Background: an optimization exercise with open tools, aiming at small area. Do not read the settings as production practice.
Only simulation tests tie the RTL to the original design; equivalence was not proved.
The flow treats the clock pin as an ideal source. Dropping or thinning the clock tree relies on that and would not hold on a real chip.
Power and IR drop assume default switching activity.

==> run F <==
// CRC32
module CRC32(rst_n, clk, sof, eof, data_v, data, full, err);
export LEC_CHECK = 0
export CAP_MARGIN = 20
export CORE_MARGIN = 2
export CORE_UTILIZATION = 40
export SLEW_MARGIN = 20
create_clock -name core_clock -period 5.0 [get_ports {clk}]
standard.sh (not shown) runs the stock make flow with config.mk's settings and CLKGATE_MAP_FILE= SYNTH_SCRIPT=/design/flow/synth_recipe.tcl, a recipe that flattens the netlist after the stock synthesis.
==> flow/flow/run.sh <==
#!/bin/bash
# Standard synthesis, then the hand-mapped netlist (flow/net.v, generated by gen/gen3.py) in its
# place when it holds the same flip-flops, then the standard layout with small port buffers and
# clock buffers placed by flow/pre_cts.tcl in place of the clock tree step.
set -uo pipefail
export CLKB_K=3 CLKB_CELL=sky130_fd_sc_hd__clkbuf_4
R=orfs/results/${FLOW_PLATFORM}/CRC32/base
bash standard.sh synth > synth.log 2>&1 || exit 1
cp $R/1_2_yosys.v std_1_2_yosys.v
if python3 flow/swap.py $R/1_2_yosys.v flow/net.v > swap.log 2>&1; then
  rm -f $R/1_synth.odb $R/1_synth.sdc
  bash standard.sh synth > synth_odb.log 2>&1 || exit 1
fi
bash standard.sh \
  PRE_CTS_TCL=$PWD/flow/pre_cts.tcl BUFFER_PORTS_ARGS="-buffer_cell sky130_fd_sc_hd__buf_1" \
  CTS_ARGS="-sink_clustering_enable -sink_clustering_size 20 -sink_clustering_max_diameter 500 -root_buf sky130_fd_sc_hd__clkbuf_4 -buf_list sky130_fd_sc_hd__clkbuf_4 -repair_clock_nets -dont_use_dummy_load" \
  finish > finish.log 2>&1 || exit 1
==> flow/flow/pre_cts.tcl <==
# Clock buffering in place of the clock tree step: the flip-flops are split by placement into
# CLKB_K groups (k-means on their positions); each group gets one clock buffer of type
# CLKB_CELL at its centre, driven straight from the clock port.
proc clock_tree_synthesis {args} {
  set K $::env(CLKB_K)
  set cellname $::env(CLKB_CELL)
  set db [ord::get_db]
  set block [ord::get_db_block]
  set clknet [$block findNet clk]
  set sinks {}
  foreach it [$clknet getITerms] {
    set inst [$it getInst]
    set bb [$inst getBBox]
    lappend sinks [list $it [expr {([$bb xMin] + [$bb xMax]) / 2.0}] [expr {([$bb yMin] + [$bb yMax]) / 2.0}]]
  }
  set n [llength $sinks]
  set sorted [lsort -real -index 1 $sinks]
  set cx {}; set cy {}
  for {set k 0} {$k < $K} {incr k} {
    set s [lindex $sorted [expr {int(($k + 0.5) * $n / $K)}]]
    lappend cx [lindex $s 1]; lappend cy [lindex $s 2]
  }
  for {set iter 0} {$iter < 50} {incr iter} {
    set assign {}
    foreach s $sinks {
      set best 0; set bd 1e30
      for {set k 0} {$k < $K} {incr k} {
        set d [expr {abs([lindex $s 1] - [lindex $cx $k]) + abs([lindex $s 2] - [lindex $cy $k])}]
        if {$d < $bd} { set bd $d; set best $k }
      }
      lappend assign $best
    }
    set nx {}; set ny {}
    for {set k 0} {$k < $K} {incr k} {
      set sx 0.0; set sy 0.0; set c 0
      foreach s $sinks a $assign { if {$a == $k} { set sx [expr {$sx + [lindex $s 1]}]; set sy [expr {$sy + [lindex $s 2]}]; incr c } }
      if {$c > 0} { lappend nx [expr {$sx / $c}]; lappend ny [expr {$sy / $c}] } else { lappend nx [lindex $cx $k]; lappend ny [lindex $cy $k] }
    }
    set cx $nx; set cy $ny
  }
  set master [$db findMaster $cellname]
  for {set k 0} {$k < $K} {incr k} {
    set inst [odb::dbInst_create $block $master "clkbuf_k$k"]
    set net [odb::dbNet_create $block "clknet_k$k"]
    $net setSigType CLOCK
    [$inst findITerm A] connect $clknet
    [$inst findITerm X] connect $net
    set c 0
    foreach s $sinks a $assign {
      if {$a == $k} { set it [lindex $s 0]; $it disconnect; $it connect $net; incr c }
    }
    $inst setLocation [expr {int([lindex $cx $k])}] [expr {int([lindex $cy $k])}]
    $inst setPlacementStatus PLACED
    puts "clock buffer $k ($cellname) drives $c flip-flops"
  }
}
Other scripts of this flow, unchanged in this note and not shown: flow/flow/net.v, flow/flow/swap.py
==> inputs of run B, as changes to run F <==
==> flow/flow/run.sh (replaced) <==
#!/bin/bash
# Standard synthesis, then the hand-mapped netlist (flow/net.v, generated by gen/gen3.py) in its
# place when it holds the same flip-flops, then the standard layout with small port buffers and
# clock tree built from clkbuf_4 without dummy loads.
set -uo pipefail
R=orfs/results/${FLOW_PLATFORM}/CRC32/base
bash standard.sh synth > synth.log 2>&1 || exit 1
cp $R/1_2_yosys.v std_1_2_yosys.v
if python3 flow/swap.py $R/1_2_yosys.v flow/net.v > swap.log 2>&1; then
  rm -f $R/1_synth.odb $R/1_synth.sdc
  bash standard.sh synth > synth_odb.log 2>&1 || exit 1
fi
bash standard.sh \
  BUFFER_PORTS_ARGS="-buffer_cell sky130_fd_sc_hd__buf_1" \
  CTS_ARGS="-sink_clustering_enable -sink_clustering_size 20 -sink_clustering_max_diameter 500 -root_buf sky130_fd_sc_hd__clkbuf_4 -buf_list sky130_fd_sc_hd__clkbuf_4 -repair_clock_nets -dont_use_dummy_load" \
  finish > finish.log 2>&1 || exit 1
removed: flow/flow/pre_cts.tcl
==> inputs of run R, as changes to run F <==
==> flow/flow/run.sh (replaced) <==
#!/bin/bash
# Standard synthesis, then the hand-mapped netlist (flow/net.v, generated by gen/gen3.py) in its
# place when it holds the same flip-flops, then the standard layout with small port buffers and
# clock tree built from clkbuf_4 without dummy loads.
set -uo pipefail
R=orfs/results/${FLOW_PLATFORM}/CRC32/base
bash standard.sh synth > synth.log 2>&1 || exit 1
cp $R/1_2_yosys.v std_1_2_yosys.v
if python3 flow/swap.py $R/1_2_yosys.v flow/net.v > swap.log 2>&1; then
  rm -f $R/1_synth.odb $R/1_synth.sdc
  bash standard.sh synth > synth_odb.log 2>&1 || exit 1
fi
bash standard.sh \
  BUFFER_PORTS_ARGS="-buffer_cell sky130_fd_sc_hd__buf_1" \
  CTS_ARGS="-sink_clustering_enable -sink_clustering_size 20 -sink_clustering_max_diameter 500 -root_buf sky130_fd_sc_hd__clkbuf_4 -buf_list sky130_fd_sc_hd__clkbuf_2 -repair_clock_nets -dont_use_dummy_load" \
  finish > finish.log 2>&1 || exit 1
removed: flow/flow/pre_cts.tcl
==> qor summary <==
item                                                                         run F                    run B                    run R
Result of the run                                          complete, no violations  complete, no violations  complete, no violations
Post-DR vias/cell                                                            5.567                    5.673                    5.673
Data arrival time of the critical path                                     2990 ps                  3150 ps                  3150 ps
Sw Share                                                                    42.56%                   42.61%                   42.61%
Fraction of area in registers                                               40.88%                   40.56%                   40.56%
TritonCTS clock tree                                                             -                      yes                      yes
Combinational cell fraction of total power                                   56.4%                    54.9%                    54.9%
Global-route met3 utilization                                               1.587%                   4.473%                   4.473%
Time the final worst path needs with I/O delays and setup                  2908 ps                  2917 ps                  2917 ps
WL final                                                                   3732 um                  3769 um                  3769 um
Root cell of the clock tree                                                      -                 clkbuf_4                 clkbuf_4
First-pass GRT wire length                                                 6368 um                  6465 um                  6465 um
Final setup slack of the worst path                                        2092 ps                  2083 ps                  2083 ps
The clock cells of run F come from the design's own scripts or RTL, not from TritonCTS.

[re-timing with driven ports]
How much do the figures lean on ideal ports? The routed layouts below were timed once more, with nothing changed but the port constraints. Step 1: set_driving_cell puts a clkbuf_16 on clk and a buf_2 on each other input, an assumption about the parent block. Step 2 times the ports against the registers' clock, not the clock port: input delays grow and output delays shrink by t, the midpoint of the rising clock arrivals with the driver on. Three values: no drivers, after step 1, after step 2; two values: the first two.
| run | shift t [ns] | setup WS [ns] | hold WS [ns] | worst slew at a driven data input, ns |
|---|---|---|---|---|
| run F | 0.214 | 2.092 / 2.092 / 2.092 | 0.437 / 0.437 / 0.437 | 0.03 |
| run B | 0.341 | 2.083 / 2.083 / 2.083 | 0.438 / 0.438 / 0.438 | 0.03 |
| run R | 0.341 | 2.083 / 2.083 / 2.083 | 0.438 / 0.438 / 0.438 | 0.03 |
After both steps every run listed still meets setup and hold.
